From an optimization exercise on the open Yosys and OpenROAD flow, aimed at small area, a short achievable clock period and few clock cycles per item; shortcuts taken in it are not production practice.
Only simulation tests tie the RTL to the original design; equivalence was not proved.
The clock input has no modelled driver; a real chip could not lean on it and would need a root buffer or a full tree.
Power and IR drop assume default switching activity.

lane 1:
// fc_layer
module fc_layer #(
    parameter IN_SIZE = 75,
    parameter OUT_SIZE = 10,
    parameter DATA_WIDTH = 16
)(
    input  wire clk,
    input  wire reset_n,
    input  wire start_fc,
    input  wire data_valid,
    input  wire signed [DATA_WIDTH-1:0] map_in_serial,
    input  wire signed [DATA_WIDTH-1:0] weight_serial,
    input  wire signed [DATA_WIDTH-1:0] bias_serial,
    output reg finish_fc,
    output reg signed [DATA_WIDTH-1:0] predict_out,
    output reg predict_out_valid
);
Size in the first run: about 2500 cells after synthesis, ~1500 flip-flops, roughly 52000 um2 of cells after synthesis.
clock: 15.0 ns
lec_check: 0
cap_margin: 20
core_margin: 2
core_utilization: 65
cts_cluster_diameter: 100
cts_cluster_size: 30
place_density: 0.82
slew_margin: 20
synth_memory_max_bits: 16384
standard.sh (not shown) runs the stock make flow with config.mk's settings and CLKGATE_MAP_FILE= SYNTH_SCRIPT=/design/flow/synth_recipe.tcl, a recipe that flattens the netlist after the stock synthesis.
==> flow/flow/run.sh <==
#!/bin/bash
# Standard ORFS layout (the standard.sh: ORFS synthesis and steps).
# Differences:
# - synthesis skips Yosys's early "abc -fast" (SYNTH_ARGS=-noabc), so the
#   full adders written out in the RTL are extracted without inverters
#   between them; registers (names and cells) are the same as the standard
#   synthesis, and ORFS's own ABC mapping still runs;
# - the resizer's repair_timing is asked for a setup margin, so it works on
#   paths well below the 15 ns period; ABC maps for a shorter period;
# - ports get buf_1 buffers (the resizer upsizes them where timing needs it);
# - CTS inserts no dummy loads;
set -euo pipefail
VARS=(SYNTH_ARGS=-noabc SETUP_SLACK_MARGIN=11.2 ABC_CLOCK_PERIOD_IN_PS=3800
  "BUFFER_PORTS_ARGS=-buffer_cell sky130_fd_sc_hd__buf_1"
  "CTS_ARGS=-sink_clustering_enable -repair_clock_nets -sink_clustering_size 30 -sink_clustering_max_diameter 100 -dont_use_dummy_load")
bash standard.sh "${VARS[@]}" cts > standard_flow_cts.log 2>&1
ODB=orfs/results/sky130hd/fc_layer/base/4_cts.odb CLK_PORT=clk \
  openroad -no_init -exit flow/noroot.tcl > noroot.log 2>&1
bash standard.sh "${VARS[@]}" finish > standard_flow_finish.log 2>&1
==> flow/flow/noroot.tcl <==
read_db $::env(ODB)
set block [ord::get_db_block]
set clkport [$block findBTerm $::env(CLK_PORT)]
set clknet [$clkport getNet]
set its [$clknet getITerms]
puts "noroot: clock port net [$clknet getName] has [llength $its] cell pins"
if {[llength $its] != 1} { puts "noroot: unexpected, leaving the tree as it is"; exit 0 }
set rootA [lindex $its 0]
set root [$rootA getInst]
set master [[$root getMaster] getName]
if {![string match "sky130_fd_sc_hd__clkbuf_*" $master]} { puts "noroot: root is $master, leaving"; exit 0 }
set rootX [$root findITerm X]
set net0 [$rootX getNet]
set sinks {}
foreach it [$net0 getITerms] {
  if {[$it getInst] ne $root} { lappend sinks $it }
}
puts "noroot: root [$root getName] ($master) drives [llength $sinks] pins"
if {[llength $sinks] > 4 || [llength [$net0 getBTerms]] > 0} { puts "noroot: too many, leaving"; exit 0 }
foreach it $sinks {
  set m [[[$it getInst] getMaster] getName]
  if {![string match "sky130_fd_sc_hd__clkbuf_*" $m]} { puts "noroot: sink is $m, leaving"; exit 0 }
}
foreach it $sinks {
  $it disconnect
  $it connect $clknet
}
$rootA disconnect
$rootX disconnect
odb::dbInst_destroy $root
odb::dbNet_destroy $net0
puts "noroot: clock port now drives [llength [$clknet getITerms]] pins"
write_db $::env(ODB)
Looking at the reports, lane 1 completed the entire flow and the layout it produced met the timing, design-rule and antenna checks.
Testbench counts of lane 1, summed over its fixed seeds: cycles 53,568, images 64.
Input changes introduced in lane 2 (baseline for comparison: lane 1):
- CORE_UTILIZATION now 68.0, was 65
- PLACE_DENSITY now 0.78, was 0.82
--- a/flow/flow/run.sh
+++ b/flow/flow/run.sh
@@ -12,3 +12,3 @@
 set -euo pipefail
-VARS=(SYNTH_ARGS=-noabc SETUP_SLACK_MARGIN=11.2 ABC_CLOCK_PERIOD_IN_PS=3800
+VARS=(SYNTH_ARGS=-noabc SETUP_SLACK_MARGIN=11.15 ABC_CLOCK_PERIOD_IN_PS=3800
   "BUFFER_PORTS_ARGS=-buffer_cell sky130_fd_sc_hd__buf_1"
Notes after the runs:
Diff lane 1 -> lane 2: routed wire length decreased by 1.1% relative to the old numbers; final worst-path setup slack shrank by 9.4 ps; power now sits at about the same level; signed area change from the synthesized netlist to the final layout now sits lower; register-to-register slack has increased.
Worst setup path endpoint: predict_out[7] -> lane 2, finish_fc -> lane 1
Compared lane 2 vs lane 1, and hold slack is down in lane 2.
Worst setup path startpoint: finish_fc -> lane 1, predict_out[7] -> lane 2
The wire length of the first global-routing pass was comparable across lane 2 and lane 1.
Input changes introduced in lane 3 (baseline for comparison: lane 2):
- CTS_CLUSTER_SIZE: 30 -> 26
- CORE_UTILIZATION: 68.0 -> 65
- PLACE_DENSITY: 0.78 -> 0.75
- CTS_CLUSTER_DIAMETER: 100 -> 90
--- a/flow/flow/run.sh
+++ b/flow/flow/run.sh
@@ -12,5 +12,5 @@
 set -euo pipefail
-VARS=(SYNTH_ARGS=-noabc SETUP_SLACK_MARGIN=11.15 ABC_CLOCK_PERIOD_IN_PS=3800
+VARS=(SYNTH_ARGS=-noabc SETUP_SLACK_MARGIN=11.2 ABC_CLOCK_PERIOD_IN_PS=3800
   "BUFFER_PORTS_ARGS=-buffer_cell sky130_fd_sc_hd__buf_1"
-  "CTS_ARGS=-sink_clustering_enable -repair_clock_nets -sink_clustering_size 30 -sink_clustering_max_diameter 100 -dont_use_dummy_load")
+  "CTS_ARGS=-sink_clustering_enable -repair_clock_nets -sink_clustering_size 26 -sink_clustering_max_diameter 90 -dont_use_dummy_load")
 bash standard.sh "${VARS[@]}" cts > standard_flow_cts.log 2>&1
- Every run (lane 3 and lane 2) finished clean.
- The overall routing resource usage of lane 3 falls short of that of lane 2 by 0.90 points.
- Taking lane 2 as the reference, in lane 3 number of design-rule violations left by the first detailed-router iteration has decreased; signed area change from the synthesized netlist to the final layout has increased; data-path buffer share of cell area in the final layout has remained practically unchanged.
The inputs of lane 4 differ from those of lane 3 as listed below.
- CTS_CLUSTER_DIAMETER now 100, was 90
- CTS_CLUSTER_SIZE now 30, was 26
--- a/flow/flow/run.sh
+++ b/flow/flow/run.sh
@@ -9,3 +9,3 @@
 #   paths well below the 15 ns period; ABC maps for a shorter period;
-# - ports get buf_1 buffers (the resizer upsizes them where timing needs it);
+# - ports get buf_2 buffers (the resizer upsizes them where timing needs it);
 # - CTS inserts no dummy loads;
@@ -13,4 +13,4 @@
 VARS=(SYNTH_ARGS=-noabc SETUP_SLACK_MARGIN=11.2 ABC_CLOCK_PERIOD_IN_PS=3800
-  "BUFFER_PORTS_ARGS=-buffer_cell sky130_fd_sc_hd__buf_1"
-  "CTS_ARGS=-sink_clustering_enable -repair_clock_nets -sink_clustering_size 26 -sink_clustering_max_diameter 90 -dont_use_dummy_load")
+  "BUFFER_PORTS_ARGS=-buffer_cell sky130_fd_sc_hd__buf_2"
+  "CTS_ARGS=-sink_clustering_enable -repair_clock_nets -sink_clustering_size 30 -sink_clustering_max_diameter 100 -dont_use_dummy_load")
 bash standard.sh "${VARS[@]}" cts > standard_flow_cts.log 2>&1
==> comparison <==
Lane 3 and lane 4 ended up with nearly the same clock input transition at the sequential cells of the worst setup and hold paths. Lane 4 ends up with a endpoint arrival time on the critical path that is 100 ps lower than in lane 3. Between lane 4 and lane 3, the sequential power does not differ in any meaningful way. Lane 4 vs. lane 3: wire length moved up, combinational share of power saw an increase, clock latency reported for the late side of the worst-skew pair down 140 ps. For lane 3 and lane 4, there was not a single run that failed to finish clean. Lane 3 has lower setup slack than lane 4. Diff lane 3 -> lane 4: wire length of the first global-routing pass rose by 1.8%, post-route standard cell area excluding fillers fell by 240 um2, routed length on met1 rose by 2.4%.

* * *

== build 52 ==
fc_layer again, from the RTL that the note above started with.
## fc_layer
module fc_layer #(
    parameter IN_SIZE = 75,
    parameter OUT_SIZE = 10,
    parameter DATA_WIDTH = 16
)(
    input  wire clk,
    input  wire reset_n,
    input  wire start_fc,
    input  wire data_valid,
    input  wire signed [DATA_WIDTH-1:0] map_in_serial,
    input  wire signed [DATA_WIDTH-1:0] weight_serial,
    input  wire signed [DATA_WIDTH-1:0] bias_serial,
    output reg finish_fc,
    output reg signed [DATA_WIDTH-1:0] predict_out,
    output reg predict_out_valid
);
export LEC_CHECK = 0
export CAP_MARGIN = 20
export CORE_MARGIN = 2
export CORE_UTILIZATION = 65
export CTS_CLUSTER_DIAMETER = 100
export CTS_CLUSTER_SIZE = 30
export PLACE_DENSITY = 0.7
export SLEW_MARGIN = 20
export SYNTH_MEMORY_MAX_BITS = 16384
create_clock -name core_clock -period 15.0 [get_ports {clk}]
==> flow/flow/run.sh <==
#!/bin/bash
# Standard ORFS layout (the standard.sh: ORFS synthesis and steps).
# Differences:
# - synthesis skips Yosys's early "abc -fast" (SYNTH_ARGS=-noabc), so the
#   full adders written out in the RTL are extracted without inverters
#   between them; registers (names and cells) are the same as the standard
#   synthesis, and ORFS's own ABC mapping still runs;
# - the resizer's repair_timing is asked for a setup margin, so it works on
#   paths well below the 15 ns period; ABC maps for a shorter period;
# - ports get buf_1 buffers (the resizer upsizes them where timing needs it);
# - CTS inserts no dummy loads;
set -euo pipefail
VARS=(SYNTH_ARGS=-noabc SETUP_SLACK_MARGIN=11.2 ABC_CLOCK_PERIOD_IN_PS=3800
  "BUFFER_PORTS_ARGS=-buffer_cell sky130_fd_sc_hd__buf_1"
  "CTS_ARGS=-sink_clustering_enable -repair_clock_nets -sink_clustering_size 30 -sink_clustering_max_diameter 100 -dont_use_dummy_load")
bash standard.sh "${VARS[@]}" cts > standard_flow_cts.log 2>&1
ODB=orfs/results/sky130hd/fc_layer/base/4_cts.odb CLK_PORT=clk \
  openroad -no_init -exit flow/noroot.tcl > noroot.log 2>&1
bash standard.sh "${VARS[@]}" finish > standard_flow_finish.log 2>&1
Scripts as last shown in full above: flow/flow/noroot.tcl
Testbench counts of build 52, summed over its fixed seeds: cycles 53,568, images 64.
Edits applied to the flow inputs when going from build 52 to build 9:
Settings: swapping 65 for 60.0 in CORE_UTILIZATION.
-- flow/flow/run.sh --
<<< build 52, line 13
VARS=(SYNTH_ARGS=-noabc SETUP_SLACK_MARGIN=11.2 ABC_CLOCK_PERIOD_IN_PS=3800
>>> build 9, line 13
VARS=(SYNTH_ARGS=-noabc SETUP_SLACK_MARGIN=11.15 ABC_CLOCK_PERIOD_IN_PS=3800
Results
[compare] base=build 52 new=build 9: final area saw little to no change, post-route met1 wirelength higher, number of standard cells in the layout, taps in and fillers out now sits higher, average cell area after synthesis comparable, detailed-route wire length per cell went down. From build 52 to build 9 the numbers moved as follows: number of buffers outside the clock class in the layout rose by 3; sequential share of layout area stayed essentially flat; wire length reported by the detailed router fell by 2.7%. As far as standby leakage power is concerned, build 9 and build 52 perform about the same. Higher layout overhead on the synthesized area goes to build 9 over build 52.
## Diff of input files: build 70 against build 9
Settings: PLACE_DENSITY: 0.7 -> 0.75; CORE_UTILIZATION: 60.0 -> 65.
-- flow/flow/run.sh --
<<< build 9, line 13
VARS=(SYNTH_ARGS=-noabc SETUP_SLACK_MARGIN=11.15 ABC_CLOCK_PERIOD_IN_PS=3800
>>> build 70, line 13
VARS=(SYNTH_ARGS=-noabc SETUP_SLACK_MARGIN=11.1 ABC_CLOCK_PERIOD_IN_PS=3800
==> comparison <==
| areal power density over the cells | higher: build 70 |. There was hardly any difference in overall power between build 9 and build 70. Against build 9, wire length of the first global-routing pass in build 70 came out worse. Build 70 vs build 9: final cell count down by a few percent. The die area in build 70 was lower than what build 9 gave. Looking at worst setup slack, build 70 sits 0.019 ns above build 9. The run with more routed wire is build 70, not build 9. Build 70: global-route met3 utilization is 1.4 points higher than what build 9 reported.
### build 70 -> build 4
-- flow/flow/run.sh --
<<< build 70, line 13
VARS=(SYNTH_ARGS=-noabc SETUP_SLACK_MARGIN=11.1 ABC_CLOCK_PERIOD_IN_PS=3800
>>> build 4, line 13
VARS=(SYNTH_ARGS=-noabc SETUP_SLACK_MARGIN=11.2 ABC_CLOCK_PERIOD_IN_PS=3800
[summary]
Build 4 ended with every stage complete and zero timing, DRC or antenna violations.
Comparing build 70 with build 4, the clock tree skew after final layout came out essentially unchanged.
In terms of worst hold-check slack, build 4 and build 70 differ only marginally.
Build 4 and build 70 ended up with nearly the same final instance area.
Comparing build 70 with build 4, the final cell count came out essentially unchanged.

static timing again, ports no longer ideal:
How much do the figures lean on ideal ports? The routed layouts below were timed once more, with nothing changed but the port constraints. Step 1 assumes that a clkbuf_16 drives the clock port and a buf_2 every other input. Step 2, shift: input delay + t, output delay - t, t = (earliest + latest rising clock arrival at the registers) / 2. This alone moves slack from input paths to output paths. a / b / c = ideal ports / drivers / drivers and shift; a / b = the first two.
run | t (ns) | slack for setup (ns) | worst hold slack (ns) | worst register clock-pin slew, ns | worst data-port slew with drivers (ns)
lane 1 | 0.569 | 11.067 / 10.936 / 10.883 | 0.371 / 0.371 / 0.371 | 0.11 / 0.11 | 0.04
lane 2 | 0.567 | 11.058 / 10.931 / 10.796 | 0.356 / 0.356 / 0.356 | 0.11 / 0.11 | 0.08
lane 3 | 0.660 | 10.945 / 10.880 / 10.699 | 0.357 / 0.357 / 0.357 | 0.11 / 0.11 | 0.13
lane 4 | 0.580 | 11.055 / 10.929 / 10.787 | 0.357 / 0.357 / 0.357 | 0.12 / 0.12 | 0.07
build 52 | 0.557 | 11.087 / 10.966 / 10.752 | 0.349 / 0.349 / 0.349 | 0.11 / 0.11 | 0.10
build 9 | 0.574 | 11.072 / 10.946 / 10.740 | 0.357 / 0.357 / 0.357 | 0.11 / 0.11 | 0.10
build 70 | 0.555 | 11.091 / 10.966 / 10.680 | 0.359 / 0.359 / 0.359 | 0.11 / 0.11 | 0.14
build 4 | 0.557 | 11.090 / 10.965 / 10.803 | 0.361 / 0.361 / 0.361 | 0.11 / 0.11 | 0.14
After both steps setup and hold are still met in every run listed. The setup slack of build 70, which loses most, moves by -0.125 ns with the drivers and by -0.411 ns with both steps.
